Context: an optimization exercise on an open-source flow, tuned for small area. The choices shown serve that exercise and are no tape-out recipe.
In this exercise RTL edits were held to simulation tests only and were not proved equivalent to the original.
In runs 2 to 5 the design's own scripts or RTL, not TritonCTS, make the clock network.
The flow treats the clock pin as an ideal source. Dropping or thinning the clock tree relies on that and would not hold on a real chip.
No activity file was given, so power comes from the tool's default toggle rates.

<file path="flow/flow/run.sh">
#!/bin/bash
# Standard layout (bash standard.sh) with three changes, passed to ORFS as
# environment variables:
#  - ports are buffered with buf_1 instead of the default clkdlybuf4s50_1;
#  - CTS makes larger sink clusters (up to 22 sinks within 100 um) with
#    clkbuf_16 and adds no dummy loads.
# The full output of the flow is in standard.log.
export BUFFER_PORTS_ARGS="-inputs -outputs -buffer_cell sky130_fd_sc_hd__buf_1"
export CTS_ARGS="-sink_clustering_enable -repair_clock_nets -dont_use_dummy_load -sink_clustering_size 22 -sink_clustering_max_diameter 100 -buf_list sky130_fd_sc_hd__clkbuf_16 -sink_buffer_max_cap_derate 1.0"
bash standard.sh > standard.log 2>&1
</file>
<file path="flow/standard.sh">
#!/bin/bash
# synth_recipe.tcl (not shown) runs the flow's synth.tcl, then flattens the netlist and writes it again
# the make line also repeats each setting of config.mk as NAME=value (left out here)
make -C /OpenROAD-flow-scripts/flow DESIGN_CONFIG=/design/flow/config.mk WORK_HOME=/design/flow/orfs CLKGATE_MAP_FILE= SYNTH_SCRIPT=/design/flow/synth_recipe.tcl "${@:-finish}"
</file>
<file path="flow/constraint.sdc">
create_clock -name core_clock -period 20.0 [get_ports {clk_50MHz}]
set_input_delay 4.0000 -clock core_clock [delete_from_list [all_inputs] [get_ports {clk_50MHz}]]
set_output_delay 4.0000 -clock core_clock [all_outputs]
set_load 0.01 [all_outputs]
</file>
<file path="flow/design.v">
`timescale 1ns/1ps
module baud_rate_generator (
    input  wire clk_50MHz,
    input  wire reset_n,       
    input  wire phase_reset,
    output wire tick
);
    reg [4:0] counter;
    assign tick = counter[4] & counter[3] & counter[1];
    always @(posedge clk_50MHz) begin
        if (!reset_n || phase_reset || tick) counter <= 5'd0;
        else                                  counter <= counter + 5'd1;
    end
endmodule
`timescale 1ns/1ps
module uart_receiver (
    input  wire       clk_50MHz,
    input  wire       reset_n,
    input  wire       rx,
    input  wire       sample_tick,
    output wire       data_ready,
    output wire [7:0] data_out,
    output reg        phase_reset
);
    reg rx_sync0, rx_sync1, rx_prev;
    always @(posedge clk_50MHz) begin
        if (!reset_n) begin
            rx_sync0 <= 1'b1;
            rx_sync1 <= 1'b1;
            rx_prev  <= 1'b1;
        end else begin
            rx_sync0 <= rx;
            rx_sync1 <= rx_sync0;
            rx_prev  <= rx_sync1;
        end
    end
    reg [1:0] state;
    reg [3:0] tick_cnt;
    reg [8:0] sr;
    wire start_edge = (state == 2'd0) & rx_prev & ~rx_sync1;
    wire t7   = sample_tick & (tick_cnt == 4'd7);
    wire t15  = sample_tick & (tick_cnt == 4'd15);
    wire conf = state[0] & t7 & ~rx_sync1;
    assign data_ready = state[1] & sr[0] & t15;
    assign data_out   = sr[8:1];
    always @(posedge clk_50MHz) begin
        if (!reset_n) begin
            state       <= 2'd0;
            phase_reset <= 1'b0;
        end else begin
            phase_reset <= start_edge;
            if (start_edge)               state <= 2'd1;
            else if (state[0] & t7)       state <= rx_sync1 ? 2'd0 : 2'd2;
            else if (data_ready)          state <= 2'd0;
        end
    end
    always @(posedge clk_50MHz) begin
        if (state == 2'd0 || conf) tick_cnt <= 4'd0;
        else if (sample_tick)      tick_cnt <= tick_cnt + 4'd1;
    end
    always @(posedge clk_50MHz) begin
        if (conf)                         sr <= 9'h100;
        else if (state[1] & ~sr[0] & t15) sr <= {rx_sync1, sr[8:1]};
    end
endmodule
`timescale 1ns/1ps
module uart_transmitter (
    input  wire       clk_50MHz,
    input  wire       reset_n,
    input  wire       sample_tick,
    input  wire       tx_start,
    input  wire [7:0] data_in,
    output reg        tx,
    output wire       tx_busy,
    output reg        tx_done_tick
);
    reg       active;
    reg [3:0] tick_cnt;
    reg [9:0] frame;
    wire bit_end = active & sample_tick & (tick_cnt == 4'd15);
    wire last    = (frame[9:1] == 9'd0);
    assign tx_busy = active | tx_done_tick;
    always @(posedge clk_50MHz or negedge reset_n) begin
        if (!reset_n) begin
            active       <= 1'b0;
            tx           <= 1'b1;
            tx_done_tick <= 1'b0;
        end else begin
            tx           <= ~active | frame[0];
            tx_done_tick <= bit_end & last;
            if (!active)             active <= tx_start;
            else if (bit_end & last) active <= 1'b0;
        end
    end
    always @(posedge clk_50MHz) begin
        if (!active)          tick_cnt <= 4'd0;
        else if (sample_tick) tick_cnt <= tick_cnt + 4'd1;
    end
    always @(posedge clk_50MHz) begin
        if (!active & tx_start) frame <= {1'b1, data_in, 1'b0};
        else if (bit_end)       frame <= {1'b0, frame[9:1]};
    end
endmodule
`timescale 1ns/1ps
module nmea_parser (
    input  wire        clk,
    input  wire        rst_n,
    input  wire [7:0]  rx_data,
    input  wire        rx_valid,
    output wire [7:0]  lat_deg,
    output wire [12:0] lat_min,
    output wire [7:0]  lon_deg,
    output wire [12:0] lon_min,
    output wire        valid_fix
);
    localparam [3:0] READ_LAT = 4'd9, READ_LON = 4'd11, SKIP_EW = 4'd12, DONE = 4'd13;
    reg [3:0] st;
    reg [7:0] expect_ch;
    always @* begin
        case (st)
            4'd0:    expect_ch = 8'h24;   
            4'd1:    expect_ch = 8'h47;   
            4'd2:    expect_ch = 8'h50;   
            4'd3:    expect_ch = 8'h52;   
            4'd4:    expect_ch = 8'h4D;   
            4'd5:    expect_ch = 8'h43;   
            default: expect_ch = 8'h2C;   
        endcase
    end
    wire is_comma = (rx_data == 8'h2C);
    always @(posedge clk) begin
        if (!rst_n || st >= DONE)                   st <= 4'd0;
        else if (rx_valid && rx_data == expect_ch)  st <= st + 4'd1;
    end
    wire rd = (st == READ_LAT) | (st == READ_LON);
    wire ew = (st == SKIP_EW);
    reg [2:0]   j;       
    reg [3:0]   sl;      
    reg [103:0] ring;
    always @(posedge clk) begin
        j <= j + 3'd1;
        if (j == 3'd7) sl <= (sl == 4'd12) ? 4'd0 : sl + 4'd1;
    end
    reg [7:0] cnt;
    reg       pend, fld;
    function [4:0] slot_of;   
        input       f;
        input [2:0] i;
        begin
            if (f) begin
                case (i)
                    3'd0: slot_of = {1'b1, 4'd6};
                    3'd1: slot_of = {1'b1, 4'd7};
                    3'd2: slot_of = {1'b1, 4'd8};
                    3'd3: slot_of = {1'b1, 4'd9};
                    3'd4: slot_of = {1'b1, 4'd10};
                    3'd6: slot_of = {1'b1, 4'd11};
                    3'd7: slot_of = {1'b1, 4'd12};
                    default: slot_of = {1'b0, 4'd10};
                endcase
            end else begin
                case (i)
                    3'd0: slot_of = {1'b1, 4'd0};
                    3'd1: slot_of = {1'b1, 4'd1};
                    3'd2: slot_of = {1'b1, 4'd2};
                    3'd3: slot_of = {1'b1, 4'd3};
                    3'd5: slot_of = {1'b1, 4'd4};
                    3'd6: slot_of = {1'b1, 4'd5};
                    default: slot_of = {1'b0, 4'd3};
                endcase
            end
        end
    endfunction
    wire [4:0] now_slot = slot_of(st[1], cnt[2:0]);
    wire [4:0] pnd_slot = slot_of(fld, cnt[2:0]);
    wire       chr      = rx_valid & ~is_comma;
    wire       req      = rst_n & rd & chr & (cnt[7:3] == 5'd0) & now_slot[4];
    wire [3:0] tgt = ew ? cnt[3:0] : pnd_slot[3:0];
    wire       hit = (sl == tgt) & (j == 3'd0);
    wire       ins = pend & hit;
    reg        act, h;    
    wire [3:0] k     = cnt[3:0];
    wire [1:0] grp   = (k <= 4'd1) ? 2'd0 : (k <= 4'd5) ? 2'd1 : (k <= 4'd8) ? 2'd2 : 2'd3;
    wire       is8   = ~grp[0];
    wire       first = (k == 4'd0) | (k == 4'd2) | (k == 4'd6) | (k == 4'd9);
    wire       start = ew & ~act & hit;
    wire       run   = act | start;
    wire       fin   = run & (is8 ? (j == 3'd7) : (h & j == 3'd4));
    always @(posedge clk) begin
        if (req)      pend <= 1'b1;
        else if (ins) pend <= 1'b0;
        if (req)      fld  <= st[1];
    end
    always @(posedge clk) begin
        if (pend) begin
            if (ins) cnt <= rd ? cnt + 8'd1 : 8'd0;
        end else if (ew) begin
            if (fin) cnt <= cnt + 8'd1;
        end else if (!rd || (rx_valid && is_comma)) begin
            cnt <= 8'd0;
        end else if (chr && !req) begin
            cnt <= cnt + 8'd1;
        end
    end
    always @(posedge clk) begin
        ring <= {ring[0], ring[103:1]};
        if (ins) begin
            ring[103] <= rx_data[0];
            ring[6:0] <= rx_data[7:1];
        end
    end
    always @(posedge clk) begin
        if (!ew) begin
            act <= 1'b0;
            h   <= 1'b0;
        end else begin
            act <= run & ~fin;
            h   <= run & ~is8 & ~fin & (h | j == 3'd7);
        end
    end
    reg [7:0]  t_ld, t_od;
    reg [12:0] t_lm, t_om;
    reg        d1, d2, d3, c1, c2;
    wire [3:0] p = {h, j};    
    reg kx;
    always @* begin
        case (grp)
            2'd0: kx = (p == 4'd3) | (p == 4'd4);                                   
            2'd2: kx = (p == 4'd2) | (p == 4'd3) | (p == 4'd5);                     
            default: kx = (p == 4'd1) | (p == 4'd2) | (p == 4'd3) | (p == 4'd5) |
                          (p == 4'd7) | (p == 4'd8);                                
        endcase
    end
    wire g1 = (p != 4'd0);
    wire g3 = (p >= 4'd3);
    wire xa = first ? kx : (~d1 & g1);
    wire xb = ~first & ~d3 & g3;
    wire xc = ring[0] & ~h;
    wire s1 = xa ^ xb ^ xc;
    wire k1 = (xa & xb) | (xa & xc) | (xb & xc);
    wire y1 = c1 & g1;
    wire y2 = c2 & g1;
    wire nb = s1 ^ y1 ^ y2;
    wire k2 = (s1 & y1) | (s1 & y2) | (y1 & y2);
    reg xo;
    always @* begin
        case (grp)
            2'd0: xo = t_ld[0];
            2'd1: xo = t_lm[0];
            2'd2: xo = t_od[0];
            default: xo = t_om[0];
        endcase
    end
    always @(posedge clk) begin
        d1 <= xo;
        d2 <= d1;
        d3 <= d2;
        c1 <= k1;
        c2 <= k2;
    end
    always @(posedge clk) begin
        if (run && grp == 2'd0) t_ld <= {~nb, t_ld[7:1]};
        if (run && grp == 2'd1) t_lm <= {~nb, t_lm[12:1]};
        if (run && grp == 2'd2) t_od <= {~nb, t_od[7:1]};
        if (run && grp == 2'd3) t_om <= {~nb, t_om[12:1]};
    end
    reg [7:0]  o_ld, o_od;
    reg [12:0] o_lm, o_om;
    always @(posedge clk) begin
        if (st == DONE) begin
            o_ld <= t_ld;
            o_lm <= t_lm;
            o_od <= t_od;
            o_om <= t_om;
        end
    end
    reg no_fix;    
    always @(posedge clk or negedge rst_n) begin
        if (!rst_n)           no_fix <= 1'b1;
        else if (st == DONE)  no_fix <= 1'b0;
    end
    assign valid_fix = ~no_fix;
    assign lat_deg = ~(o_ld | {8{no_fix}});
    assign lat_min = ~(o_lm | {13{no_fix}});
    assign lon_deg = ~(o_od | {8{no_fix}});
    assign lon_min = ~(o_om | {13{no_fix}});
endmodule
`timescale 1ns/1ps
module uart_top (
    input  wire        clk_50MHz,
    input  wire        reset,     
    input  wire        rx,
    output wire        tx,
    output wire [7:0]  lat_deg,
    output wire [12:0] lat_min,
    output wire [7:0]  lon_deg,
    output wire [12:0] lon_min,
    output wire        valid_fix
);
    wire       tick, phase_reset, rx_done_tick;
    wire [7:0] rx_data_out;
    wire       tx_busy, tx_done_tick;
    reg  [7:0] pending_buffer;
    reg        pending_flag;
    reg        tx_start_d;
    baud_rate_generator BAUD_GEN (
        .clk_50MHz(clk_50MHz), .reset_n(reset), .phase_reset(phase_reset), .tick(tick));
    uart_receiver UART_RX (
        .clk_50MHz(clk_50MHz), .reset_n(reset), .rx(rx), .sample_tick(tick),
        .data_ready(rx_done_tick), .data_out(rx_data_out), .phase_reset(phase_reset));
    always @(posedge clk_50MHz or negedge reset) begin
        if (!reset) begin
            pending_flag <= 1'b0;
            tx_start_d   <= 1'b0;
        end else begin
            tx_start_d <= (rx_done_tick & ~tx_busy) | (tx_done_tick & pending_flag);
            if (rx_done_tick & tx_busy) pending_flag <= 1'b1;
            else if (tx_done_tick)      pending_flag <= 1'b0;
        end
    end
    always @(posedge clk_50MHz)
        if (rx_done_tick) pending_buffer <= rx_data_out;
    uart_transmitter UART_TX (
        .clk_50MHz(clk_50MHz), .reset_n(reset), .sample_tick(tick), .tx_start(tx_start_d),
        .data_in(pending_buffer), .tx(tx), .tx_busy(tx_busy), .tx_done_tick(tx_done_tick));
    nmea_parser PARSER (
        .clk(clk_50MHz), .rst_n(reset), .rx_data(rx_data_out), .rx_valid(rx_done_tick),
        .lat_deg(lat_deg), .lat_min(lat_min), .lon_deg(lon_deg), .lon_min(lon_min),
        .valid_fix(valid_fix));
endmodule
</file>
<file path="flow/config.mk">
export PLATFORM = sky130hd
export DESIGN_NAME = uart_top
export DESIGN_NICKNAME = uart_top
export VERILOG_FILES = /design/flow/design.v
export SDC_FILE = /design/flow/constraint.sdc
export NUM_CORES = 4
export LEC_CHECK = 0
export ABC_AREA = 1
export CAP_MARGIN = 20
export CORE_MARGIN = 2
export CORE_UTILIZATION = 80
export SLEW_MARGIN = 20
</file>
==> results of run 1 <==
==> cell usage after synthesis, types with 2 or more instances <==
cell | instances | area [µm²]
sky130_fd_sc_hd__a21oi_1 | 30 | 150
sky130_fd_sc_hd__a21oi_2 | 2 | 17.5
sky130_fd_sc_hd__a221oi_1 | 2 | 17.5
sky130_fd_sc_hd__buf_2 | 2 | 10.0
sky130_fd_sc_hd__buf_6 | 3 | 33.8
sky130_fd_sc_hd__clkbuf_1 | 9 | 33.8
sky130_fd_sc_hd__dfrtp_1 | 4 | 100
sky130_fd_sc_hd__dfstp_2 | 2 | 52.6
sky130_fd_sc_hd__dfxtp_1 | 149 | 2980
sky130_fd_sc_hd__edfxtp_1 | 113 | 3390
sky130_fd_sc_hd__fa_1 | 2 | 40.0
sky130_fd_sc_hd__ha_1 | 20 | 250
sky130_fd_sc_hd__inv_1 | 71 | 267
sky130_fd_sc_hd__inv_2 | 5 | 18.8
sky130_fd_sc_hd__nand2_1 | 97 | 364
sky130_fd_sc_hd__nand2_2 | 6 | 37.5
sky130_fd_sc_hd__nand3_1 | 36 | 180
sky130_fd_sc_hd__nand3_2 | 4 | 40.0
sky130_fd_sc_hd__nand4_1 | 15 | 93.8
sky130_fd_sc_hd__nor2_1 | 94 | 353
sky130_fd_sc_hd__nor2_2 | 3 | 18.8
sky130_fd_sc_hd__nor2_4 | 2 | 22.5
sky130_fd_sc_hd__nor3_1 | 7 | 35.0
sky130_fd_sc_hd__nor3b_1 | 2 | 15.0
sky130_fd_sc_hd__nor4_1 | 3 | 18.8
sky130_fd_sc_hd__o2111ai_1 | 2 | 17.5
sky130_fd_sc_hd__o211ai_1 | 2 | 15.0
sky130_fd_sc_hd__o21a_1 | 2 | 15.0
sky130_fd_sc_hd__o21ai_0 | 33 | 165
sky130_fd_sc_hd__o21ai_1 | 3 | 15.0
sky130_fd_sc_hd__o21ai_2 | 8 | 70.1
sky130_fd_sc_hd__or2_2 | 7 | 43.8
sky130_fd_sc_hd__xnor2_1 | 2 | 17.5
sky130_fd_sc_hd__xor2_1 | 8 | 70.1
==> critical path, cell delays in order, from the launching register on <==
cell	delay, ns
sky130_fd_sc_hd__dfstp_2	1.01
sky130_fd_sc_hd__nor2_1	0.16
sky130_fd_sc_hd__buf_1	0.18
==> power breakdown <==
group          internal (W)  switching (W)
Sequential         0.000566    0.000000732
Clock              0.000143       0.000161
Combinational    0.00000103     0.00000210
Total              0.000709       0.000164
==> registers in the layout, indices dropped and copies added, names as in the netlist, 2 cells and up <==
signal,flops
PARSER.ring,104
PARSER.o_lm,13
PARSER.o_om,13
PARSER.t_lm,13
PARSER.t_om,13
UART_TX.frame,10
UART_RX.sr,9
PARSER.cnt,8
PARSER.o_ld,8
PARSER.o_od,8
PARSER.t_ld,8
PARSER.t_od,8
pending_buffer,8
BAUD_GEN.counter,5
PARSER.sl,4
PARSER.st,4
UART_RX.tick_cnt,4
UART_TX.tick_cnt,4
PARSER.j,3
UART_RX.state,2
==> through the flow <==
stage | setup slack (ns) | util
finish | 14.16 | 0.895
global route | 14.07 | 0.895
CTS | 14.14 | 0.892
global placement | 14.49 | 0.855
floorplan | 14.89 | -
detailed placement | 14.45 | 0.855
==> kinds of logic after synthesis <==
group,Yosys count,share of synthesized area
simple gates,280,0.141
compound gates,88,0.0573
flops,268,0.719
fa+ha+maj,22,0.0320
xor+xnor,10,0.00965
buf+inv,92,0.0411
==> worst max-delay path by stage <==
stage	from	to	slack, ns	cells past startpoint
finish	PARSER.no_fix	lon_min[5]	14.16	2
detailed placement	reset	PARSER.cnt[4]	14.45	6
global placement	reset	PARSER.cnt[0]	14.49	6
floorplan	PARSER.no_fix	lat_deg[0]	14.89	3
CTS	PARSER.no_fix	lon_min[5]	14.14	2
global route	PARSER.no_fix	lon_min[5]	14.07	2
==> metal layers <==
metal  global-route usage  vias up
met5                    0        -
met4                0.146        0
met3               0.0488      106
met2                0.548      415
met1                0.423     2802
li1                     -     2614
==> layout make-up <==
| class | instances | area [µm²] | area share |
|---|---|---|---|
| tap | 140 | 175 | 0.0179 |
| timing repair buffer | 47 | 200 | 0.0205 |
| sequential | 268 | 6530 | 0.667 |
| clock buffer | 16 | 400 | 0.0409 |
| inverter | 77 | 292 | 0.0298 |
| multi-input combinational | 400 | 2190 | 0.224 |
==> cells in the final DEF (no fill, tap or decap), types with 3 or more instances in the layout <==
cell type,Yosys,final
sky130_fd_sc_hd__dfrtp_1,4,4
sky130_fd_sc_hd__ha_1,20,20
sky130_fd_sc_hd__nand3_1,36,36
sky130_fd_sc_hd__a21oi_1,30,30
sky130_fd_sc_hd__o21ai_0,33,33
sky130_fd_sc_hd__dfxtp_1,149,149
sky130_fd_sc_hd__nor2_4,2,3
sky130_fd_sc_hd__inv_1,71,71
sky130_fd_sc_hd__clkbuf_16,0,16
sky130_fd_sc_hd__xor2_1,8,8
sky130_fd_sc_hd__nand4_1,15,15
sky130_fd_sc_hd__nor2_1,94,92
sky130_fd_sc_hd__inv_2,5,5
sky130_fd_sc_hd__edfxtp_1,113,113
sky130_fd_sc_hd__o21ai_1,3,3
sky130_fd_sc_hd__nand2_1,97,97
sky130_fd_sc_hd__nand2_2,6,6
sky130_fd_sc_hd__nor4_1,3,3
sky130_fd_sc_hd__buf_1,1,46
sky130_fd_sc_hd__or2_2,7,7
sky130_fd_sc_hd__nand3_2,4,4
sky130_fd_sc_hd__o21ai_2,8,8
sky130_fd_sc_hd__nor2_2,3,4
sky130_fd_sc_hd__nor3_1,7,7
==> flow_summary_export.csv, run 1 <==
group,metric,value,unit
power_and_ir_drop,power_total,0.000874,W
place,placedCellCount,931,
drt,detail_route.wirelength.met1,7330,µm
drt,drcViolationCount,0,
clocking,clk_root_buffer_cell,"sky130_fd_sc_hd__clkbuf_16",
setup_path,rr_worst_depth,11,
timing,clock.fmax,171,MHz
synth,syn_area,9080,µm²
clocking,post_cts_resized,0,
timing,max_slew_margin,0.262,
floorplan,core-area,10900,µm²
global_route,grt_antenna_before_repair,0,
place,gp_routability_congestion,0.863,
global_route,grt_total_usage,0.325,
synth,synth_edf_count,113,
place,port_buf_inserts,46,
min_path,terminating_pin_of_the_worst_hold_path,"PARSER.ring[10]",
drt,routedWlPerCell,20.7,µm
layout,layout.cells.non_filler,948,
power_and_ir_drop,irDropWorstVdd,0.0000921,V
setup_path,cp_data_required_time,16.00,ns
synth,synth_async_sr_flop_share,0.0224,
floorplan,die-area,12200,µm²
global_route,first_global_vias,5967,
clocking,cts_tree,"built",
timing,hold_vio_cnt_final,0,
timing,grt_setup_unrepaired,"no",
setup_path,critical_path.reg2reg.startpoint,"PARSER.cnt[1]",
min_path,hold-path-cell-count,0,
timing,tightestPinTransition,1.10,ns
clocking,clk_transition_reported_paths,0.09,ns
clocking,cts_buffer_depth,3,
clocking,clock_sinks,268,
clocking,worstSkewPairLatency,0.48,ns
drt,route.top_layer_used,"met4",
timing,timing.final.crit_share,0.292,
layout,final_area,9780,µm²
outcome,result_of_the_run,"timing/DRC/antenna clean",
synth,syn-mean-instance-area,11.9,µm²
drt,route.vias.total,5937,
timing,report.final.slew_viol_count,0,
power_and_ir_drop,power.density,89.3,nW/µm²
synth,synth.lib_cells_used.distinct,44,
synth,synth.yosys.seq_area_share,0.719,
setup_path,timing.setup.critical_path_class,"register to output pin",
min_path,timing.hold.worst.class,"register to register",
clocking,h-tree-depth,1,
min_path,worst_hold_startpoint,"PARSER.ring[11]",
job,max_cap_violations,0,
layout,fraction_of_layout_instances_using_a_drive_strength_above_1,0.0780,
place,post_dp_cell_area,9350,µm²
floorplan,die_w,111,µm
synth,postSynthRegisterBits,268,
place,dp_hpwl,11800,µm
timing,worst_hold_slack,0.279,ns
timing,clock_skew,0.0483,ns
synth,post_synth_inst_count,760,
power_and_ir_drop,static-leakage-power,3.80,nW
setup_path,setup.worst_path.end_class,"output pin",
drt,final_antenna_net_count,0,
setup_path,arrival,1.84,ns
synth,yosysWarningCount,5,
synth,yosys_most_used_dff,"sky130_fd_sc_hd__dfxtp_1",
drt,routed_wl,19600,µm
setup_path,reg2reg_slack,16.17,ns
floorplan,die_h,111,µm
floorplan,design.portCount,47,
layout,area.growth.synth_to_final,7.76,%
drt,drt_first_iter_violations,963,
global_route,wire_length_of_the_first_global_routing_pass,31800,µm
timing,timing.final.crit_period,5.84,ns
setup_path,rr_endpoint,"PARSER.t_lm[12]",
setup_path,timing.critical_path.from_type,"register",
layout,fillers,423,
floorplan,std_cell_rows,38,
clocking,cts-hold-fix-buffers,0,
timing,setup_viol,0,
setup_path,cp_max_fo,44,
layout,antenna_cells_inserted,0,
global_route,grt_residual_overflow,0,
drt,met2RoutedLength,9610,µm
floorplan,start_util,0.830,
synth,synth_fp_nets,785,
timing,setup_total_negative_slack,0,ns
drt,vias_per_cell,6.26,
clocking,cts_setup_buffers,0,
drt,total_iterations_of_the_first_detailed_routing_run,6,
drt,met3RoutedLength,1550,µm
global_route,pin_count_of_the_biggest_net_entering_global_routing,45,
layout,layout.nets,835,
clocking,cts_inserted_buffers,16,
==> run 2: changes to the inputs <==
==> flow/flow/run.sh (replaced) <==
#!/bin/bash
# Standard layout (bash standard.sh) with two changes, passed to ORFS as
# environment variables:
#  - ports are buffered with buf_1 instead of the default clkdlybuf4s50_1;
#  - the clock tree is built by flow/manual_cts.tcl (one root clkbuf_16
#    feeding one clkbuf_16 per k-means cluster of flip-flops) instead of
#    TritonCTS; the rest of the CTS step (legalisation, timing repair) is the
#    standard one.
# The full output of the flow is in standard.log.
export BUFFER_PORTS_ARGS="-inputs -outputs -buffer_cell sky130_fd_sc_hd__buf_1"
export PRE_CTS_TCL="$(pwd)/flow/manual_cts.tcl"
bash standard.sh > standard.log 2>&1
==> flow/flow/manual_cts.tcl (new file) <==
# Replaces TritonCTS with a two-level clock tree: the clock port drives one
# root buffer, which drives one leaf buffer per cluster of flip-flops
# (k-means on the placed flip-flop positions). Sourced as PRE_CTS_TCL: it
# redefines clock_tree_synthesis, which cts.tcl calls next.
proc clock_tree_synthesis { args } {
  set nclu   12
  set leafm  sky130_fd_sc_hd__clkbuf_16
  set rootm  sky130_fd_sc_hd__clkbuf_16
  set db     [ord::get_db]
  set block  [ord::get_db_block]
  set clknet [$block findNet clk_50MHz]
  set sinks  {}
  foreach it [$clknet getITerms] {
    set bb [[$it getInst] getBBox]
    lappend sinks [list $it [expr {([$bb xMin] + [$bb xMax]) / 2.0}] [expr {([$bb yMin] + [$bb yMax]) / 2.0}]]
  }
  set n [llength $sinks]
  puts "manual CTS: $n sinks, $nclu clusters, leaf $leafm, root $rootm"
  # k-means, seeded along a space-filling order of the sinks
  set sorted [lsort -real -index 1 $sinks]
  set cx {}; set cy {}
  for {set c 0} {$c < $nclu} {incr c} {
    set s [lindex $sorted [expr {int(($c + 0.5) * $n / $nclu)}]]
    lappend cx [lindex $s 1]; lappend cy [lindex $s 2]
  }
  for {set iter 0} {$iter < 30} {incr iter} {
    set sx [lrepeat $nclu 0.0]; set sy [lrepeat $nclu 0.0]; set cnt [lrepeat $nclu 0]
    set assign {}
    foreach s $sinks {
      set best 0; set bd 1e30
      for {set c 0} {$c < $nclu} {incr c} {
        set dx [expr {[lindex $s 1] - [lindex $cx $c]}]
        set dy [expr {[lindex $s 2] - [lindex $cy $c]}]
        set d [expr {abs($dx) + abs($dy)}]
        if {$d < $bd} { set bd $d; set best $c }
      }
      lappend assign $best
      lset sx $best [expr {[lindex $sx $best] + [lindex $s 1]}]
      lset sy $best [expr {[lindex $sy $best] + [lindex $s 2]}]
      lset cnt $best [expr {[lindex $cnt $best] + 1}]
    }
    for {set c 0} {$c < $nclu} {incr c} {
      if {[lindex $cnt $c] > 0} {
        lset cx $c [expr {[lindex $sx $c] / [lindex $cnt $c]}]
        lset cy $c [expr {[lindex $sy $c] / [lindex $cnt $c]}]
      }
    }
  }
  puts "manual CTS: cluster sizes $cnt"
  set leafmaster [$db findMaster $leafm]
  set rootmaster [$db findMaster $rootm]
  # root buffer at the centre of the clusters
  set rx 0.0; set ry 0.0; set used 0
  for {set c 0} {$c < $nclu} {incr c} {
    if {[lindex $cnt $c] > 0} { set rx [expr {$rx + [lindex $cx $c]}]; set ry [expr {$ry + [lindex $cy $c]}]; incr used }
  }
  set rx [expr {int($rx / $used)}]; set ry [expr {int($ry / $used)}]
  set root [odb::dbInst_create $block $rootmaster "mcts_root"]
  $root setLocation $rx $ry
  $root setPlacementStatus PLACED
  set rootnet [odb::dbNet_create $block "mcts_root_net"]
  $rootnet setSigType CLOCK
  [$root findITerm A] connect $clknet
  [$root findITerm X] connect $rootnet
  set leaves {}
  for {set c 0} {$c < $nclu} {incr c} {
    if {[lindex $cnt $c] == 0} { lappend leaves {}; continue }
    set leaf [odb::dbInst_create $block $leafmaster "mcts_leaf_$c"]
    $leaf setLocation [expr {int([lindex $cx $c])}] [expr {int([lindex $cy $c])}]
    $leaf setPlacementStatus PLACED
    set lnet [odb::dbNet_create $block "mcts_leaf_net_$c"]
    $lnet setSigType CLOCK
    [$leaf findITerm A] connect $rootnet
    [$leaf findITerm X] connect $lnet
    lappend leaves $lnet
  }
  set i 0
  foreach s $sinks {
    set it [lindex $s 0]
    set c [lindex $assign $i]
    $it disconnect
    $it connect [lindex $leaves $c]
    incr i
  }
  set_propagated_clock [all_clocks]
  puts "manual CTS: done"
}
==> run 2 against run 1 <==
Sequential power about the same. Core utilization decreased by 0.62 points. Maximum frequency increased by 1.2%. Clock power decreased by 12%. Setup slack improved by 0.069 ns. Synthesized area unchanged. Total power decreased by 4.2%. Synthesized cell count unchanged. Clock skew decreased by 0.019 ns. First-iteration DRC count decreased by 13%. Die area unchanged. Critical path depth unchanged. Largest cell class unchanged. Largest power group unchanged.
==> flow_summary_export.csv, run 2 <==
group,metric,value,unit
min_path,hold-path-cell-count,0,
timing,setup_total_negative_slack,0,ns
power_and_ir_drop,irDropWorstVdd,0.000115,V
floorplan,std_cell_rows,38,
drt,final_antenna_net_count,0,
setup_path,setup.worst_path.end_class,"output pin",
layout,leading_cell_type_in_the_layout_fill_and_taps_excluded,"sky130_fd_sc_hd__dfxtp_1",
place,gp_routability_congestion,0.863,
timing,grt_setup_unrepaired,"no",
floorplan,core-area,10900,µm²
synth,synth_async_sr_flop_share,0.0224,
floorplan,die-area,12200,µm²
layout,layout.nets,833,
global_route,first_global_vias,5992,
timing,clock_skew,0.0294,ns
place,port_buf_inserts,46,
place,placedCellCount,931,
synth,yosysWarningCount,5,
power_and_ir_drop,power.combinational.fraction,0.004,
synth,synthTopCellsByArea,"sky130_fd_sc_hd__edfxtp_1, sky130_fd_sc_hd__dfxtp_1, sky130_fd_sc_hd__nand2_1",
min_path,timing.hold.worst.class,"register to register",
global_route,grt_antenna_before_repair,0,
synth,synth_edf_count,113,
clocking,cts-hold-fix-buffers,0,
place,dp_hpwl,11800,µm
job,max_cap_violations,0,
timing,setup_viol,0,
synth,synth.yosys.seq_area_share,0.719,
timing,tightestPinTransition,1.02,ns
timing,timing.final.crit_period,5.77,ns
layout,final_cell_mix,"sky130_fd_sc_hd__dfxtp_1, sky130_fd_sc_hd__edfxtp_1, sky130_fd_sc_hd__nand2_1",
synth,synth_fp_nets,785,
clocking,clk_transition_reported_paths,0.10,ns
drt,drcViolationCount,0,
synth,synth_top_area_frac,0.374,
timing,clock.fmax,173,MHz
synth,synth.lib_cells_used.distinct,44,
synth,syn-mean-instance-area,11.9,µm²
floorplan,die_h,111,µm
synth,syn_area,9080,µm²
min_path,worst_hold_startpoint,"PARSER.ring[12]",
setup_path,rr_worst_depth,11,
layout,fraction_of_layout_instances_using_a_drive_strength_above_1,0.0757,
setup_path,critical-path-max-stage-delay,1.01,ns
synth,post_synth_inst_count,760,
layout,area.growth.synth_to_final,7.01,%
power_and_ir_drop,p_switching,0.000154,W
global_route,grt_total_usage,0.312,
global_route,wire_length_of_the_first_global_routing_pass,30900,µm
clocking,worstSkewPairLatency,0.44,ns
layout,flip_flop_count_of_the_largest_register_all_copies_and_words_added,104,
setup_path,reg2reg_slack,16.04,ns
drt,vias_per_cell,6.22,
setup_path,cp_data_required_time,16.00,ns
power_and_ir_drop,netSwitchingFraction,0.185,
clocking,post_cts_resized,0,
synth,top_cell_type_by_total_area_after_synthesis,"sky130_fd_sc_hd__edfxtp_1",
synth,postSynthRegisterBits,268,
timing,report.final.slew_viol_count,0,
global_route,pin_count_of_the_biggest_net_entering_global_routing,45,
power_and_ir_drop,p_int,0.000682,W
drt,routed_wl,19400,µm
synth,netlist_top_cells_count,"sky130_fd_sc_hd__dfxtp_1, sky130_fd_sc_hd__edfxtp_1, sky130_fd_sc_hd__nand2_1",
setup_path,crit_chain,"nor2_1 > buf_1",
power_and_ir_drop,static-leakage-power,3.77,nW
setup_path,cp_max_fo,44,
min_path,terminating_pin_of_the_worst_hold_path,"PARSER.ring[11]",
layout,antenna_cells_inserted,0,
floorplan,die_w,111,µm
drt,routedWlPerCell,20.6,µm
outcome,result_of_the_run,"timing/DRC/antenna clean",
layout,largest-register,"PARSER.ring",
timing,final_critical_path_setup_slack,14.23,ns
timing,timing.final.crit_share,0.289,
place,placement.setup.worst_slack,14.45,ns
setup_path,arrival,1.77,ns
timing,hold_vio_cnt_final,0,
floorplan,design.portCount,47,
power_and_ir_drop,power.clock.fraction,0.319,
global_route,grt_residual_overflow,0,
setup_path,rr_endpoint,"PARSER.t_od[7]",
drt,drt_first_iter_violations,837,
power_and_ir_drop,power.density,86.1,nW/µm²
place,post_dp_cell_area,9350,µm²
setup_path,timing.critical_path.from_type,"register",
setup_path,timing.setup.critical_path_class,"register to output pin",
timing,max_slew_margin,0.316,
synth,post-synth-top-count-cell,"sky130_fd_sc_hd__dfxtp_1",
synth,yosys_most_used_dff,"sky130_fd_sc_hd__dfxtp_1",
layout,final_area,9720,µm²
setup_path,crit_path_top_delay_cell,"sky130_fd_sc_hd__dfstp_2",
floorplan,start_util,0.830,
drt,route.vias.total,5888,
setup_path,critical_path.reg2reg.startpoint,"PARSER.cnt[1]",
drt,total_iterations_of_the_first_detailed_routing_run,5,
power_and_ir_drop,seq_power_share,0.677,
clocking,cts_setup_buffers,0,
layout,layout.cells.non_filler,946,
[run 2: cell type report]
| type | instances | area [µm²] |
|---|---|---|
| inverters | 77 | 292 |
| fillers | 425 | 1220 |
| repair buffers | 48 | 208 |
| multi-input cells | 400 | 2190 |
| well taps | 140 | 175 |
| plain buffers | 13 | 325 |
| flip-flops and latches | 268 | 6530 |
[run 2: worst max-delay path by stage]
stage	start	end	slack [ns]	depth (start not counted)
6_report	PARSER.no_fix	lon_min[2]	14.23	2
4_1_cts	PARSER.no_fix	lon_min[6]	14.22	2
3_5_place_dp	reset	PARSER.cnt[4]	14.45	6
3_3_place_gp	reset	PARSER.cnt[0]	14.49	6
2_1_floorplan	PARSER.no_fix	lat_deg[0]	14.89	3
5_1_grt	PARSER.no_fix	lon_min[6]	14.12	2
[run 2: through the flow]
| step | hold slack [ns] | total power (W) | util |
|---|---|---|---|
| floorplan | 0.310 | 0.000581 | - |
| detailed placement | 0.313 | 0.000582 | 0.855 |
| global route | 0.334 | 0.000855 | 0.889 |
| CTS | 0.332 | 0.000836 | 0.885 |
| finish | 0.331 | 0.000837 | 0.889 |
| global placement | 0.311 | 0.000581 | 0.855 |
[run 2: routing by layer]
| layer | up-vias | GRT usage | wire length [µm] |
|---|---|---|---|
| met1 | 2749 | 0.405 | 7160 |
| li1 | 2614 | - | - |
| met2 | 419 | 0.517 | 9460 |
| met5 | - | 0 | 0 |
| met3 | 106 | 0.0467 | 1710 |
| met4 | 0 | 0.163 | 1120 |
[run 2: kinds of logic (layout without fill, tap and decap cells)]
family | Yosys count | count (layout) | synth area share
xor+xnor | 10 | 10 | 0.00965
fa+ha+maj | 22 | 22 | 0.0320
flops | 268 | 268 | 0.719
compound gates | 88 | 88 | 0.0573
buf+inv | 92 | 138 | 0.0411
simple gates | 280 | 280 | 0.141
[run 2: power groups by stage]
stage / sequential, W / combinational [W] / clock, W
after detailed placement: 0.000579 / 0.00000292 / 0
after CTS: 0.000566 / 0.00000312 / 0.000266
after global routing: 0.000567 / 0.00000348 / 0.000285
final: 0.000566 / 0.00000318 / 0.000267
after floorplan: 0.000579 / 0.00000188 / 0
after global placement: 0.000579 / 0.00000266 / 0
[run 2: critical path, delay by kind of cell (launching register included)]
| family | cells | cell delay (ns) |
|---|---|---|
| flops | 1 | 1.01 |
| buf+inv | 1 | 0.17 |
| simple gates | 1 | 0.14 |
==> run 3: changes to the inputs <==
--- a/flow/flow/run.sh
+++ b/flow/flow/run.sh
@@ -9,4 +9,5 @@
 # The full output of the flow is in standard.log.
 export BUFFER_PORTS_ARGS="-inputs -outputs -buffer_cell sky130_fd_sc_hd__buf_1"
 export PRE_CTS_TCL="$(pwd)/flow/manual_cts.tcl"
+export POST_RESIZE_TCL="$(pwd)/flow/recover.tcl"
 bash standard.sh > standard.log 2>&1
==> flow/flow/recover.tcl (new file) <==
# Downsize cells where timing allows (the clock period leaves ample slack),
# then fix any slew or capacitance violation this causes.
estimate_parasitics -placement
repair_timing -recover_power 100
repair_design
==> run 3 against run 2 <==
Critical endpoint is now lon_min[6]. Highest routed layer unchanged. Clock skew is 0.0057 ns lower. Still clean. Routed wire length is 4.5% lower. Final cell count stayed put.
==> flow_summary_export.csv, run 3 <==
group,metric,value,unit
synth,post_synth_inst_count,760,
floorplan,die-area,12200,µm²
synth,synth.yosys.seq_area_share,0.719,
synth,syn-mean-instance-area,11.9,µm²
synth,synth.lib_cells_used.distinct,44,
setup_path,worst_setup_path_startpoint,"PARSER.no_fix",
synth,synth_async_sr_flop_share,0.0224,
global_route,grt_residual_overflow,0,
layout,layout.cells.non_filler,946,
timing,setup_viol,0,
layout,post-route-util,0.884,
setup_path,reg2reg_slack,16.15,ns
synth,synth_fp_nets,785,
drt,total_iterations_of_the_first_detailed_routing_run,6,
floorplan,die_h,111,µm
setup_path,rr_worst_depth,11,
synth,postSynthRegisterBits,268,
setup_path,critical_path.reg2reg.startpoint,"PARSER.cnt[0]",
synth,post-synth-top-count-cell,"sky130_fd_sc_hd__dfxtp_1",
drt,drt_first_iter_violations,817,
setup_path,setup.worst_path.end_class,"output pin",
timing,report.final.slew_viol_count,0,
layout,flip_flop_count_of_the_largest_register_all_copies_and_words_added,104,
power_and_ir_drop,power.combinational.fraction,0.004,
setup_path,timing.critical_path.from_type,"register",
clocking,clk_transition_reported_paths,0.10,ns
drt,route.vias.total,5818,
timing,tightestPinTransition,1.04,ns
floorplan,design.portCount,47,
synth,synthTopCellsByArea,"sky130_fd_sc_hd__edfxtp_1, sky130_fd_sc_hd__dfxtp_1, sky130_fd_sc_hd__nand2_1",
timing,hold_vio_cnt_final,0,
place,port_buf_inserts,46,
clocking,worstSkewPairLatency,0.42,ns
power_and_ir_drop,power.clock.fraction,0.320,
drt,final_antenna_net_count,0,
global_route,wire_length_of_the_first_global_routing_pass,30200,µm
clocking,post_cts_resized,0,
global_route,first_global_vias,5815,
power_and_ir_drop,irDropWorstVdd,0.0000968,V
synth,netlist_top_cells_count,"sky130_fd_sc_hd__dfxtp_1, sky130_fd_sc_hd__edfxtp_1, sky130_fd_sc_hd__nand2_1",
layout,final_cell_mix,"sky130_fd_sc_hd__dfxtp_1, sky130_fd_sc_hd__edfxtp_1, sky130_fd_sc_hd__nand2_1",
drt,vias_per_cell,6.15,
setup_path,arrival,1.75,ns
timing,setup_total_negative_slack,0,ns
clocking,cts_setup_buffers,0,
setup_path,timing.setup.critical_path_class,"register to output pin",
synth,synth_edf_count,113,
power_and_ir_drop,p_int,0.000683,W
power_and_ir_drop,static-leakage-power,3.74,nW
layout,fraction_of_layout_instances_using_a_drive_strength_above_1,0.0645,
setup_path,cp_max_fo,44,
timing,clock_skew,0.0237,ns
drt,routedWlPerCell,19.6,µm
place,post_dp_cell_area,9330,µm²
synth,synth_top_area_frac,0.374,
min_path,timing.hold.worst.class,"register to register",
layout,area.growth.synth_to_final,6.48,%
setup_path,rr_endpoint,"PARSER.cnt[6]",
drt,routed_wl,18600,µm
place,gp_routability_congestion,0.863,
power_and_ir_drop,seq_power_share,0.677,
setup_path,cp-endpoint,"lon_min[6]",
layout,antenna_cells_inserted,0,
synth,syn_area,9080,µm²
timing,worst_hold_slack,0.324,ns
timing,grt_setup_unrepaired,"no",
synth,yosys_most_used_dff,"sky130_fd_sc_hd__dfxtp_1",
clocking,cts-hold-fix-buffers,0,
power_and_ir_drop,netSwitchingFraction,0.184,
power_and_ir_drop,p_switching,0.000154,W
layout,largest-register,"PARSER.ring",
global_route,grt_total_usage,0.305,
layout,layout.nets,833,
global_route,grt_antenna_before_repair,0,
global_route,pin_count_of_the_biggest_net_entering_global_routing,45,
layout,final_area,9670,µm²
drt,drcViolationCount,0,
synth,top_cell_type_by_total_area_after_synthesis,"sky130_fd_sc_hd__edfxtp_1",
layout,leading_cell_type_in_the_layout_fill_and_taps_excluded,"sky130_fd_sc_hd__dfxtp_1",
timing,timing.final.crit_share,0.288,
setup_path,cp_data_required_time,16.00,ns
synth,yosysWarningCount,5,
floorplan,core-area,10900,µm²
floorplan,start_util,0.830,
timing,max_slew_margin,0.297,
outcome,result_of_the_run,"timing/DRC/antenna clean",
power_and_ir_drop,power.density,86.5,nW/µm²
place,dp_hpwl,11600,µm
floorplan,die_w,111,µm
timing,timing.final.crit_period,5.75,ns
timing,clock.fmax,174,MHz
floorplan,std_cell_rows,38,
job,max_cap_violations,0,
place,placedCellCount,932,
run 3: cell counts after synthesis:
Identical to the previous run, type by type.
run 3: through the flow:
stage / setup WS [ns] / power (W)
2_1_floorplan: 14.89 / 0.000581
3_3_place_gp: 14.49 / 0.000581
3_5_place_dp: 14.26 / 0.000582
4_1_cts: 13.79 / 0.000837
5_1_grt: 14.12 / 0.000854
6_report: 14.25 / 0.000837
run 3: cell type report:
| class | count | area [µm²] |
|---|---|---|
| Buffer | 13 | 325 |
| Timing Repair Buffer | 48 | 200 |
| Fill cell | 415 | 1270 |
| Tap cell | 140 | 175 |
| Multi-Input combinational cell | 400 | 2150 |
| Sequential cell | 268 | 6530 |
| Inverter | 77 | 292 |
run 3: routing by layer:
layer / vias up / track usage / share of wire
li1: 2621 / - / -
met1: 2735 / 0.403 / 0.38
met2: 374 / 0.539 / 0.50
met3: 88 / 0.0302 / 0.075
met4: 0 / 0.0950 / 0.047
met5: - / 0 / 0
run 3: power groups by stage:
stage | clock network, W | logic [W] | registers, W
global route | 0.000284 | 0.00000331 | 0.000566
detailed placement | 0 | 0.00000288 | 0.000579
finish | 0.000267 | 0.00000295 | 0.000566
global placement | 0 | 0.00000266 | 0.000579
CTS | 0.000268 | 0.00000294 | 0.000566
floorplan | 0 | 0.00000188 | 0.000579
run 3: worst min path at each step:
stage / cells past startpoint / end / slack (ns) / start
floorplan: 0 / PARSER.d3 / 0.31 / PARSER.d2
global placement: 0 / PARSER.ring[7] / 0.31 / PARSER.ring[8]
detailed placement: 0 / PARSER.ring[46] / 0.31 / PARSER.ring[47]
CTS: 0 / PARSER.ring[25] / 0.33 / PARSER.ring[26]
global route: 0 / PARSER.ring[25] / 0.34 / PARSER.ring[26]
finish: 0 / PARSER.ring[25] / 0.32 / PARSER.ring[26]
run 3: kinds of logic after synthesis:
logic type	Yosys count	share of synthesized area
buffers and inverters	92	0.0411
AND/OR/NAND/NOR	280	0.141
flip-flops	268	0.719
adder cells (fa/ha/maj)	22	0.0320
XOR/XNOR	10	0.00965
AO/OA/AOI/OAI	88	0.0573
run 3: critical path: stages (launching register included):
cell and delay, ns:
sky130_fd_sc_hd__dfstp_2 1.02, sky130_fd_sc_hd__nor2_1 0.13, sky130_fd_sc_hd__buf_1 0.17
==> run 4: changes to the inputs <==
--- a/flow/flow/manual_cts.tcl
+++ b/flow/flow/manual_cts.tcl
@@ -3,7 +3,7 @@
 # (k-means on the placed flip-flop positions). Sourced as PRE_CTS_TCL: it
 # redefines clock_tree_synthesis, which cts.tcl calls next.
 proc clock_tree_synthesis { args } {
-  set nclu   12
+  set nclu   11
   set leafm  sky130_fd_sc_hd__clkbuf_16
   set rootm  sky130_fd_sc_hd__clkbuf_16
   set db     [ord::get_db]
==> run 4 against run 3 <==
Via count is 0.65% lower. Die area did not move. Sequential power about the same. Final area fell by 0.31%. Critical path depth stayed put. Clock skew up 0.021 ns. Global-route usage fell by 0.60 points. Sequential cell count unchanged. Sequential share of layout area increased by 0.21 points. Critical endpoint is now lon_min[3].
==> flow_summary_export.csv, run 4 <==
group,metric,value,unit
outcome,result_of_the_run,"timing/DRC/antenna clean",
global_route,grt_residual_overflow,0,
setup_path,crit_path_top_delay_cell,"sky130_fd_sc_hd__dfstp_2",
clocking,worstSkewPairLatency,0.45,ns
global_route,grt_total_usage,0.299,
drt,total_iterations_of_the_first_detailed_routing_run,6,
drt,drt_first_iter_violations,804,
setup_path,setup.worst_path.end_class,"output pin",
timing,hold_vio_cnt_final,0,
global_route,grt_antenna_before_repair,0,
power_and_ir_drop,static-leakage-power,3.72,nW
global_route,wire_length_of_the_first_global_routing_pass,29600,µm
setup_path,critical-path-max-stage-delay,1.02,ns
synth,synth_fp_nets,785,
synth,yosys_most_used_dff,"sky130_fd_sc_hd__dfxtp_1",
synth,top_cell_type_by_total_area_after_synthesis,"sky130_fd_sc_hd__edfxtp_1",
synth,syn-mean-instance-area,11.9,µm²
synth,syn_area,9080,µm²
synth,synth_top_area_frac,0.374,
layout,flip_flop_count_of_the_largest_register_all_copies_and_words_added,104,
drt,drcViolationCount,0,
setup_path,cp_data_required_time,16.00,ns
floorplan,die_h,111,µm
synth,synthTopCellsByArea,"sky130_fd_sc_hd__edfxtp_1, sky130_fd_sc_hd__dfxtp_1, sky130_fd_sc_hd__nand2_1",
timing,max_slew_margin,0.306,
timing,report.final.slew_viol_count,0,
setup_path,cp_max_fo,44,
power_and_ir_drop,power.density,85.9,nW/µm²
synth,synth_edf_count,113,
floorplan,design.portCount,47,
setup_path,rr_worst_depth,12,
timing,grt_setup_unrepaired,"no",
layout,antenna_cells_inserted,0,
layout,largest-register,"PARSER.ring",
min_path,timing.hold.worst.class,"register to register",
drt,routed_wl,18200,µm
setup_path,timing.setup.critical_path_class,"register to output pin",
synth,synth.yosys.seq_area_share,0.719,
timing,setup_viol,0,
floorplan,die_w,111,µm
place,placedCellCount,932,
global_route,pin_count_of_the_biggest_net_entering_global_routing,45,
drt,vias_per_cell,6.12,
drt,final_antenna_net_count,0,
layout,leading_cell_type_in_the_layout_fill_and_taps_excluded,"sky130_fd_sc_hd__dfxtp_1",
floorplan,core-area,10900,µm²
timing,timing.final.crit_period,5.82,ns
timing,timing.final.crit_share,0.291,
floorplan,std_cell_rows,38,
timing,tightestPinTransition,1.03,ns
clocking,cts_setup_buffers,0,
synth,netlist_top_cells_count,"sky130_fd_sc_hd__dfxtp_1, sky130_fd_sc_hd__edfxtp_1, sky130_fd_sc_hd__nand2_1",
layout,final_cell_mix,"sky130_fd_sc_hd__dfxtp_1, sky130_fd_sc_hd__edfxtp_1, sky130_fd_sc_hd__nand2_1",
place,gp_routability_congestion,0.863,
layout,area.growth.synth_to_final,6.15,%
synth,post_synth_inst_count,760,
layout,layout.cells.non_filler,944,
timing,final_critical_path_setup_slack,14.18,ns
power_and_ir_drop,irDropWorstVdd,0.0000846,V
synth,postSynthRegisterBits,268,
drt,routedWlPerCell,19.3,µm
drt,route.vias.total,5780,
layout,post-route-util,0.881,
place,port_buf_inserts,46,
synth,synth.lib_cells_used.distinct,44,
place,dp_hpwl,11600,µm
timing,clock_skew,0.0442,ns
place,placement.setup.worst_slack,14.26,ns
timing,setup_total_negative_slack,0,ns
global_route,first_global_vias,5672,
synth,post-synth-top-count-cell,"sky130_fd_sc_hd__dfxtp_1",
clocking,post_cts_resized,0,
synth,synth_async_sr_flop_share,0.0224,
setup_path,crit_chain,"nor2_1 > buf_1",
timing,clock.fmax,172,MHz
layout,fraction_of_layout_instances_using_a_drive_strength_above_1,0.0634,
layout,layout.nets,831,
job,max_cap_violations,0,
clocking,cts-hold-fix-buffers,0,
clocking,clk_transition_reported_paths,0.10,ns
synth,yosysWarningCount,5,
min_path,hold-path-cell-count,0,
floorplan,start_util,0.830,
setup_path,timing.critical_path.from_type,"register",
floorplan,die-area,12200,µm²
setup_path,arrival,1.82,ns
run 4: through the flow:
stage,total power [W],hold WS (ns),area (µm²)
finish,0.000828,0.322,9640
global route,0.000847,0.321,9640
CTS,0.000829,0.324,9630
detailed placement,0.000582,0.312,9330
global placement,0.000581,0.311,9350
floorplan,0.000581,0.310,9080
run 4: area by class of cell:
| cell class | instances | area, µm² |
|---|---|---|
| plain buffers | 12 | 300 |
| fillers | 432 | 1300 |
| inverters | 77 | 292 |
| multi-input cells | 400 | 2150 |
| flip-flops and latches | 268 | 6530 |
| well taps | 140 | 175 |
| repair buffers | 47 | 193 |
run 4: metal layers:
layer / wire length [µm] / GRT usage
met5: 0 / 0
met4: 867 / 0.103
met3: 1470 / 0.0368
met2: 8920 / 0.509
met1: 6980 / 0.404
run 4: logic make-up after synthesis:
group	Yosys count	synth area share
buffers and inverters	92	0.0411
AND/OR/NAND/NOR	280	0.141
adder cells (fa/ha/maj)	22	0.0320
AO/OA/AOI/OAI	88	0.0573
flip-flops	268	0.719
XOR/XNOR	10	0.00965
run 4: power by group:
group | switching [W] | internal, W | leakage [nW]
Combinational | 0.00000206 | 0.00000105 | 1.26
Sequential | 0.000000763 | 0.000566 | 2.32
Clock | 0.000151 | 0.000107 | 0.148
Total | 0.000154 | 0.000674 | 3.72
run 4: path summary, 6_finish.rpt:
| check | from | endpoint | slack (ns) |
|---|---|---|---|
| setup / recovery | PARSER.no_fix | lon_min[3] | 14.18 |
| setup reg to reg | PARSER.cnt[0] | PARSER.t_od[7] | 16.29 |
| min in group asynchronous | reset | tx_start_d | 3.54 |
| hold / removal | PARSER.ring[26] | PARSER.ring[25] | 0.32 |
| hold reg to reg | PARSER.ring[26] | PARSER.ring[25] | 0.32 |
| max in group asynchronous | reset | PARSER.no_fix | 16.05 |
run 4: worst max-delay path, delay by kind of cell (launching register included):
| family | cells | cell delay [ns] |
|---|---|---|
| flip-flops | 1 | 1.02 |
| buffers and inverters | 1 | 0.19 |
| AND/OR/NAND/NOR | 1 | 0.17 |
==> run 5: changes to the inputs <==
--- a/flow/flow/manual_cts.tcl
+++ b/flow/flow/manual_cts.tcl
@@ -3,9 +3,9 @@
 # (k-means on the placed flip-flop positions). Sourced as PRE_CTS_TCL: it
 # redefines clock_tree_synthesis, which cts.tcl calls next.
 proc clock_tree_synthesis { args } {
-  set nclu   11
+  set nclu   12
   set leafm  sky130_fd_sc_hd__clkbuf_16
-  set rootm  sky130_fd_sc_hd__clkbuf_16
+  set rootm  sky130_fd_sc_hd__clkbuf_8
   set db     [ord::get_db]
   set block  [ord::get_db_block]
   set clknet [$block findNet clk_50MHz]
==> run 5 against run 4 <==
Via count fell by 1.2%. Global-route usage fell by 0.30 points. Sequential share of layout area fell by 0.097 points. Critical path depth did not move. Largest power group unchanged. Critical endpoint is now lat_deg[3]. Register-to-register slack got worse by 0.08 ns. Worst hold slack got worse by 0.0025 ns. Final cell count rose by 0.11%. Still clean on timing, DRC and antenna. Synthesized area did not move. Sequential cell count did not move. Setup slack got worse by 0.015 ns. First-iteration DRC count fell by 10%.
==> flow_summary_export.csv, run 5 <==
group,metric,value,unit
outcome,result_of_the_run,"timing/DRC/antenna clean",
clocking,cts_setup_buffers,0,
synth,synth.lib_cells_used.distinct,44,
drt,met3RoutedLength,1450,µm
timing,setup_viol,0,
timing,max_slew_margin,0.274,
drt,total_iterations_of_the_first_detailed_routing_run,6,
layout,total_area_of_multi_input_combinational_cells,2150,µm²
timing,setup_total_negative_slack,0,ns
power_and_ir_drop,power.clock.fraction,0.314,
synth,netlist_top_cells_count,"sky130_fd_sc_hd__dfxtp_1, sky130_fd_sc_hd__edfxtp_1, sky130_fd_sc_hd__nand2_1",
power_and_ir_drop,irDropWorstVdd,0.0000962,V
global_route,grt_residual_overflow,0,
timing,tightestPinTransition,1.08,ns
power_and_ir_drop,netSwitchingFraction,0.185,
global_route,grt_antenna_before_repair,0,
floorplan,start_util,0.830,
layout,register_area,6530,µm²
min_path,terminating_pin_of_the_worst_hold_path,"PARSER.ring[25]",
layout,largest-register,"PARSER.ring",
layout,fillers,429,
drt,routed_wl,18000,µm
drt,detail_route.wirelength.met1,6970,µm
synth,yosysWarningCount,5,
setup_path,critical_path.reg2reg.startpoint,"PARSER.cnt[1]",
synth,synth_top_area_frac,0.374,
floorplan,core-area,10900,µm²
synth,synth_edf_count,113,
layout,fraction_of_layout_instances_using_a_drive_strength_above_1,0.0646,
synth,syn_area,9080,µm²
place,dp_hpwl,11600,µm
setup_path,timing.critical_path.from_type,"register",
clocking,cts-hold-fix-buffers,0,
drt,route.top_layer_used,"met4",
place,port_buf_inserts,46,
layout,area.growth.synth_to_final,6.30,%
floorplan,std_cell_rows,38,
clocking,worstSkewPairLatency,0.52,ns
setup_path,critical-path-max-stage-delay,1.01,ns
clocking,clk_transition_reported_paths,0.10,ns
timing,final_critical_path_setup_slack,14.17,ns
layout,layout.nets,832,
drt,drcViolationCount,0,
timing,clock.fmax,171,MHz
setup_path,rr_worst_depth,11,
drt,route.vias.total,5713,
layout,antenna_cells_inserted,0,
layout,leading_cell_type_in_the_layout_fill_and_taps_excluded,"sky130_fd_sc_hd__dfxtp_1",
floorplan,design.portCount,47,
floorplan,die_h,111,µm
floorplan,die-area,12200,µm²
setup_path,setup.worst_path.end_class,"output pin",
setup_path,reg2reg_slack,16.21,ns
synth,syn-mean-instance-area,11.9,µm²
power_and_ir_drop,p_int,0.000677,W
synth,post-synth-top-count-cell,"sky130_fd_sc_hd__dfxtp_1",
layout,layout.cells.non_filler,945,
min_path,timing.hold.worst.class,"register to register",
setup_path,arrival,1.83,ns
synth,synthTopCellsByArea,"sky130_fd_sc_hd__edfxtp_1, sky130_fd_sc_hd__dfxtp_1, sky130_fd_sc_hd__nand2_1",
power_and_ir_drop,p_switching,0.000153,W
setup_path,crit_chain,"nor2_1 > buf_1",
place,placement.setup.worst_slack,14.26,ns
drt,drt_first_iter_violations,722,
timing,hold_vio_cnt_final,0,
layout,flip_flop_count_of_the_largest_register_all_copies_and_words_added,104,
global_route,wire_length_of_the_first_global_routing_pass,29400,µm
floorplan,die_w,111,µm
min_path,hold-path-cell-count,0,
power_and_ir_drop,power.combinational.fraction,0.004,
timing,timing.final.crit_period,5.83,ns
layout,final_cell_mix,"sky130_fd_sc_hd__dfxtp_1, sky130_fd_sc_hd__edfxtp_1, sky130_fd_sc_hd__nand2_1",
setup_path,cp_data_required_time,16.00,ns
job,max_cap_violations,0,
drt,routedWlPerCell,19.1,µm
setup_path,crit_path_top_delay_cell,"sky130_fd_sc_hd__dfstp_2",
drt,final_antenna_net_count,0,
power_and_ir_drop,seq_power_share,0.682,
setup_path,rr_endpoint,"PARSER.cnt[5]",
min_path,worst_hold_startpoint,"PARSER.ring[26]",
place,gp_routability_congestion,0.863,
clocking,post_cts_resized,0,
drt,vias_per_cell,6.05,
synth,synth_async_sr_flop_share,0.0224,
synth,yosys_most_used_dff,"sky130_fd_sc_hd__dfxtp_1",
global_route,first_global_vias,5726,
synth,post_synth_inst_count,760,
power_and_ir_drop,power.density,86.0,nW/µm²
synth,top_cell_type_by_total_area_after_synthesis,"sky130_fd_sc_hd__edfxtp_1",
power_and_ir_drop,static-leakage-power,3.73,nW
synth,synth.yosys.seq_area_share,0.719,
synth,synth_fp_nets,785,
synth,postSynthRegisterBits,268,
drt,met2RoutedLength,8900,µm
timing,report.final.slew_viol_count,0,
setup_path,timing.setup.critical_path_class,"register to output pin",
global_route,pin_count_of_the_biggest_net_entering_global_routing,45,
global_route,grt_total_usage,0.296,
timing,clock_skew,0.0251,ns
timing,grt_setup_unrepaired,"no",
setup_path,cp_max_fo,44,
place,placedCellCount,932,
timing,timing.final.crit_share,0.292,
run 5: cell count changes in the layout (fill, tap and decap cells not counted):
cell | before | now
sky130_fd_sc_hd__clkbuf_8 | 0 | 1
run 5: layout make-up:
| cell class | instances | area share |
|---|---|---|
| sequential | 268 | 0.676 |
| multi-input combinational | 400 | 0.223 |
| buffer | 13 | 0.0325 |
| inverter | 77 | 0.0302 |
| timing repair buffer | 47 | 0.0200 |
| tap | 140 | 0.0181 |
run 5: worst max-delay path by stage:
stage	start	to	slack (ns)	cells past startpoint
2_1_floorplan	PARSER.no_fix	lat_deg[0]	14.89	3
3_3_place_gp	reset	PARSER.cnt[0]	14.49	6
3_5_place_dp	reset	PARSER.cnt[4]	14.26	6
4_1_cts	PARSER.no_fix	lon_min[10]	13.71	2
5_1_grt	PARSER.no_fix	lon_min[6]	14.04	2
6_report	PARSER.no_fix	lat_deg[3]	14.17	2
run 5: power by group through the flow:
| stage | Clock [W] | Sequential [W] | Combinational, W |
|---|---|---|---|
| floorplan | 0 | 0.000579 | 0.00000188 |
| global placement | 0 | 0.000579 | 0.00000266 |
| detailed placement | 0 | 0.000579 | 0.00000288 |
| CTS | 0.000262 | 0.000566 | 0.00000292 |
| global route | 0.000277 | 0.000566 | 0.00000329 |
| finish | 0.000261 | 0.000566 | 0.00000292 |
run 5: routing by layer:
metal,global-route usage,vias up
met3,0.0368,64
li1,-,2609
met5,0,-
met4,0.0892,0
met2,0.515,346
met1,0.396,2694
run 5: cells by family after synthesis:
| group | share of synthesized area |
|---|---|
| AND/OR/NAND/NOR | 0.141 |
| flip-flops | 0.719 |
| buffers and inverters | 0.0411 |
| AO/OA/AOI/OAI | 0.0573 |
| adder cells (fa/ha/maj) | 0.0320 |
| XOR/XNOR | 0.00965 |
run 5: critical path, delay by kind of cell, from the launching register on:
family | cells | cell delay (ns)
flops | 1 | 1.01
buf+inv | 1 | 0.18
simple gates | 1 | 0.12
run 5: per-stage QoR:
stage | cell area [µm²] | power [W] | hold slack [ns] | utilization
after floorplan | 9080 | 0.000581 | 0.310 | -
after global placement | 9350 | 0.000581 | 0.311 | 0.855
after detailed placement | 9330 | 0.000582 | 0.312 | 0.853
after CTS | 9650 | 0.000831 | 0.324 | 0.882
after global routing | 9650 | 0.000847 | 0.333 | 0.883
final | 9650 | 0.000830 | 0.319 | 0.883

-- static timing again, ports no longer ideal --
How much do the figures lean on ideal ports? The routed layouts below were timed once more, with nothing changed but the port constraints.
Step 1, drivers: a clkbuf_16 drives clk_50MHz and a buf_2 each remaining input, both assumed.
Step 2 adds t to the input delays and takes it off the output delays; t is the mean of the earliest and latest rising clock arrival at the registers after step 1. Input paths then give back, and output paths get back, about the clock's delay inside the block.
a / b / c = ideal / step 1 / step 2; a / b = the first two.
| run | shift t [ns] | setup slack, ns | worst setup path at the end | clock arrival spread, ns | pins driven straight from the clock port |
|---|---|---|---|---|---|
| run 1 | 0.494 | 14.159 / 14.116 / 14.214 | input to register | 0.049 / 0.049 | 1 |
| run 2 | 0.461 | 14.228 / 14.189 / 14.300 | input to register | 0.030 / 0.030 | 1 |
| run 3 | 0.451 | 14.248 / 14.204 / 14.158 | input to register | 0.027 / 0.027 | 1 |
| run 4 | 0.464 | 14.180 / 14.141 / 14.217 | input to register | 0.050 / 0.049 | 1 |
| run 5 | 0.544 | 14.165 / 14.131 / 14.200 | input to register | 0.030 / 0.030 | 1 |
After both steps setup and hold are still met in every run listed. For run 3, which loses most, drivers alone change the setup slack by -0.044 ns; drivers and shift together by -0.090 ns.
